Background: an optimization exercise with open tools, aiming at small area, a short achievable clock period and few clock cycles. Do not read the settings as production practice. Only simulation tests tie the RTL to the original design; equivalence was not proved.

==> inputs of v14 <==
==> flow/design.v (excerpt) <==
module frigate_cpu (
	input  wire        clk,
	input  wire        rst_n,
	output wire [31:0] i_haddr,
	output wire [1:0]  i_htrans,
	output wire [2:0]  i_hsize,
	output wire [3:0]  i_hprot,
	input  wire        i_hready,
	input  wire [31:0] i_hrdata,
	output wire [31:0] d_haddr,
	output wire        d_hwrite,
	output wire [1:0]  d_htrans,
	output wire [2:0]  d_hsize,
	output wire [3:0]  d_hprot,
	output wire        d_hexcl,
	input  wire        d_hready,
	input  wire        d_hexokay,
	output wire [31:0] d_hwdata,
	input  wire [31:0] d_hrdata
);
wire pwrup_req;
wire unblock_out;
wire [2:0]  i_hburst_unused;
wire        i_hmastlock_unused;
wire [7:0]  i_hmaster_unused;
wire        i_hwrite_unused;
wire [31:0] i_hwdata_unused;
wire [2:0]  d_hburst_unused;
wire        d_hmastlock_unused;
wire [7:0]  d_hmaster_unused;
hazard3_cpu_2port #(
	.RESET_VECTOR    (32'h0000_0040),
	.MTVEC_INIT      (32'h0000_0000),
	.CSR_M_MANDATORY (1),
	.CSR_M_TRAP      (1),
	.DEBUG_SUPPORT   (0),
	.NUM_IRQS        (64),
	.RESET_REGFILE   (1),
	.MUL_FAST        (1),
	.MUL_FASTER      (1),
	.BRANCH_PREDICTOR (1),
	.MULDIV_UNROLL   (2)
) cpu (
	.clk                        (clk),
	.clk_always_on              (clk),
	.rst_n                      (rst_n),
	.pwrup_req                  (pwrup_req),
	.pwrup_ack                  (pwrup_req),
	.clk_en                     (),
	.unblock_out                (unblock_out),
	.unblock_in                 (unblock_out),
	.i_haddr                    (i_haddr),
	.i_hwrite                   (i_hwrite_unused),
	.i_htrans                   (i_htrans),
	.i_hsize                    (i_hsize),
	.i_hburst                   (i_hburst_unused),
	.i_hprot                    (i_hprot),
  ...
==> flow/config.mk <==
export PLATFORM = sky130hd
export DESIGN_NAME = frigate_cpu
export DESIGN_NICKNAME = frigate_cpu
export VERILOG_FILES = /design/flow/design.v
export SDC_FILE = /design/flow/constraint.sdc
export NUM_CORES = 8
export LEC_CHECK = 0
export CAP_MARGIN = 20
export CORE_MARGIN = 2
export CORE_UTILIZATION = 50
export SLEW_MARGIN = 20
==> flow/constraint.sdc <==
create_clock -name core_clock -period 20.0 [get_ports {clk}]
set_input_delay 4.0000 -clock core_clock [delete_from_list [all_inputs] [get_ports {clk}]]
set_output_delay 4.0000 -clock core_clock [all_outputs]
set_load 0.01 [all_outputs]
standard.sh (not shown) runs the stock make flow with config.mk's settings and CLKGATE_MAP_FILE= SYNTH_SCRIPT=/design/flow/synth_recipe.tcl, a recipe that flattens the netlist after the stock synthesis.
==> flow/flow/run.sh <==
#!/bin/bash
set -euo pipefail
bash standard.sh synth > synth.log 2>&1
bash standard.sh SETUP_SLACK_MARGIN=11 finish > layout.log 2>&1
==> v8: changes against v14 <==
==> flow/flow/run.sh (replaced) <==
#!/bin/bash
set -euo pipefail
MARGIN=11.5
bash standard.sh synth > synth.log 2>&1
bash standard.sh SETUP_SLACK_MARGIN=$MARGIN finish > layout.log 2>&1

drv_ok() {
	python3 - "$1" <<'PY'
import json, sys
r = json.load(open(sys.argv[1]))
bad = r.get("finish__timing__drv__max_slew", 0) or r.get("finish__timing__drv__max_cap", 0)
sys.exit(1 if bad else 0)
PY
}

REPORT=orfs/logs/sky130hd/frigate_cpu/base/6_report.json
n=1
for density in 0.64 0.56; do
	if drv_ok $REPORT; then
		break
	fi
	n=$((n + 1))
	bash standard.sh clean_floorplan clean_place clean_cts clean_route clean_finish > clean$n.log 2>&1
	bash standard.sh SETUP_SLACK_MARGIN=$MARGIN PLACE_DENSITY=$density finish > layout$n.log 2>&1
done
CORE_UTILIZATION = 40   (was 50)
==> v3: changes against v14 <==
==> flow/flow/run.sh (replaced) <==
#!/bin/bash
set -euo pipefail
MARGIN=11
bash standard.sh synth > synth.log 2>&1
bash standard.sh SETUP_SLACK_MARGIN=$MARGIN finish > layout.log 2>&1

drv_ok() {
	python3 - "$1" <<'PY'
import json, sys
r = json.load(open(sys.argv[1]))
bad = r.get("finish__timing__drv__max_slew", 0) or r.get("finish__timing__drv__max_cap", 0)
sys.exit(1 if bad else 0)
PY
}

REPORT=orfs/logs/sky130hd/frigate_cpu/base/6_report.json
n=1
for density in 0.64 0.56; do
	if drv_ok $REPORT; then
		break
	fi
	n=$((n + 1))
	bash standard.sh clean_floorplan clean_place clean_cts clean_route clean_finish > clean$n.log 2>&1
	bash standard.sh SETUP_SLACK_MARGIN=$MARGIN PLACE_DENSITY=$density finish > layout$n.log 2>&1
done
==> v6: changes against v14 <==
==> flow/flow/run.sh (replaced) <==
#!/bin/bash
set -euo pipefail
MARGIN=10.5
bash standard.sh synth > synth.log 2>&1
bash standard.sh SETUP_SLACK_MARGIN=$MARGIN finish > layout.log 2>&1

drv_ok() {
	python3 - "$1" <<'PY'
import json, sys
r = json.load(open(sys.argv[1]))
bad = r.get("finish__timing__drv__max_slew", 0) or r.get("finish__timing__drv__max_cap", 0)
sys.exit(1 if bad else 0)
PY
}

REPORT=orfs/logs/sky130hd/frigate_cpu/base/6_report.json
n=1
for density in 0.64 0.56; do
	if drv_ok $REPORT; then
		break
	fi
	n=$((n + 1))
	bash standard.sh clean_floorplan clean_place clean_cts clean_route clean_finish > clean$n.log 2>&1
	bash standard.sh SETUP_SLACK_MARGIN=$MARGIN PLACE_DENSITY=$density finish > layout$n.log 2>&1
done
CORE_UTILIZATION = 40   (was 50)
==> summary of the runs <==
v3 finished clean. v14 finished but failed the layout checks on capacitance limit, slew limit. v6 produced a clean layout. v8 finished clean. First-iteration DRC count, highest first: v14, v3, v6, v8. Via count: v14 > v8 > v3 > v6. Clock skew: v14 > v6 > v3 > v8. Final area, lowest first: v6, v3, v14, v8.
==> figures <==
| item | v14 | v6 | v3 | v8 |
|---|---|---|---|---|
| Die Span Y | 536.4 microns | 599.3 microns | 536.4 microns | 599.3 microns |
| Area of the core | 0.2820 sq mm | 0.3527 sq mm | 0.2820 sq mm | 0.3527 sq mm |
| Delay of the slowest cell on the worst path | 0.51 ns | 0.67 ns | 0.49 ns | 0.54 ns |
| Run status | failed layout checks | finished clean | finished clean | finished clean |
| Reasons for failing layout checks | capacitance limit, slew limit | - | - | - |
| Min-delay src | cpu.core.unblock_out$_DFF_PN0_ | cpu.core.unblock_out$_DFF_PN0_ | cpu.core.unblock_out$_DFF_PN0_ | cpu.core.decode_u.r_sleep_block$_SDFFCE_PN0N_ |
| Overall routing resource usage | 0.5440 | 0.3886 | 0.4943 | 0.4048 |
| Number of rows created at floorplan | 195 | 218 | 195 | 218 |
| Non-clock inverter count | 465 | 464 | 464 | 464 |
| Number of buffers and inverters on the critical path | 13 | 4 | 5 | 8 |
| Count of max-cap constraint violations | 1 | 0 | 0 | 0 |
| Half-perimeter wire length after placement | 526.3 mm | 483.3 mm | 481.1 mm | 494.7 mm |
Testbench counts of v14, summed over its fixed seeds: cycles 609,054.
Testbench counts of v8, summed over its fixed seeds: cycles 609,054.
Testbench counts of v3, summed over its fixed seeds: cycles 609,054.
Testbench counts of v6, summed over its fixed seeds: cycles 609,054.

## what the ideal ports hide
No port has a modelled driver above. Below, the same layouts with a new extraction and two added sets of constraints. Step 1 sets driving cells, clkbuf_16 on the clock port and buf_2 on the other inputs (assumed; they add their load-dependent delay and slew). Step 2 moves the port delays by t, midway between the first and last clock arrival at a register: inputs arrive t later, outputs are due t later. That takes back most of the time a late clock gives input paths. a / b / c = ideal ports / drivers / drivers and shift; a / b = the first two.
run	shift t [ns]	setup slack, ns	hold slack, ns	worst setup path after step 2	clock arrival spread, ns
v14	1.041	10.187 / 10.093 / 10.046	0.441 / 0.441 / 0.441	input to register	0.173 / 0.173
v8	1.023	10.361 / 10.261 / 10.336	0.470 / 0.470 / 0.470	input to register	0.129 / 0.130
v3	1.057	10.391 / 10.282 / 9.977	0.402 / 0.402 / 0.402	input to register	0.138 / 0.137
v6	1.048	10.447 / 10.343 / 9.486	0.448 / 0.448 / 0.448	input to register	0.175 / 0.175
The setup slack of v6, which loses most, moves by -0.104 ns with the drivers and by -0.961 ns with both steps.
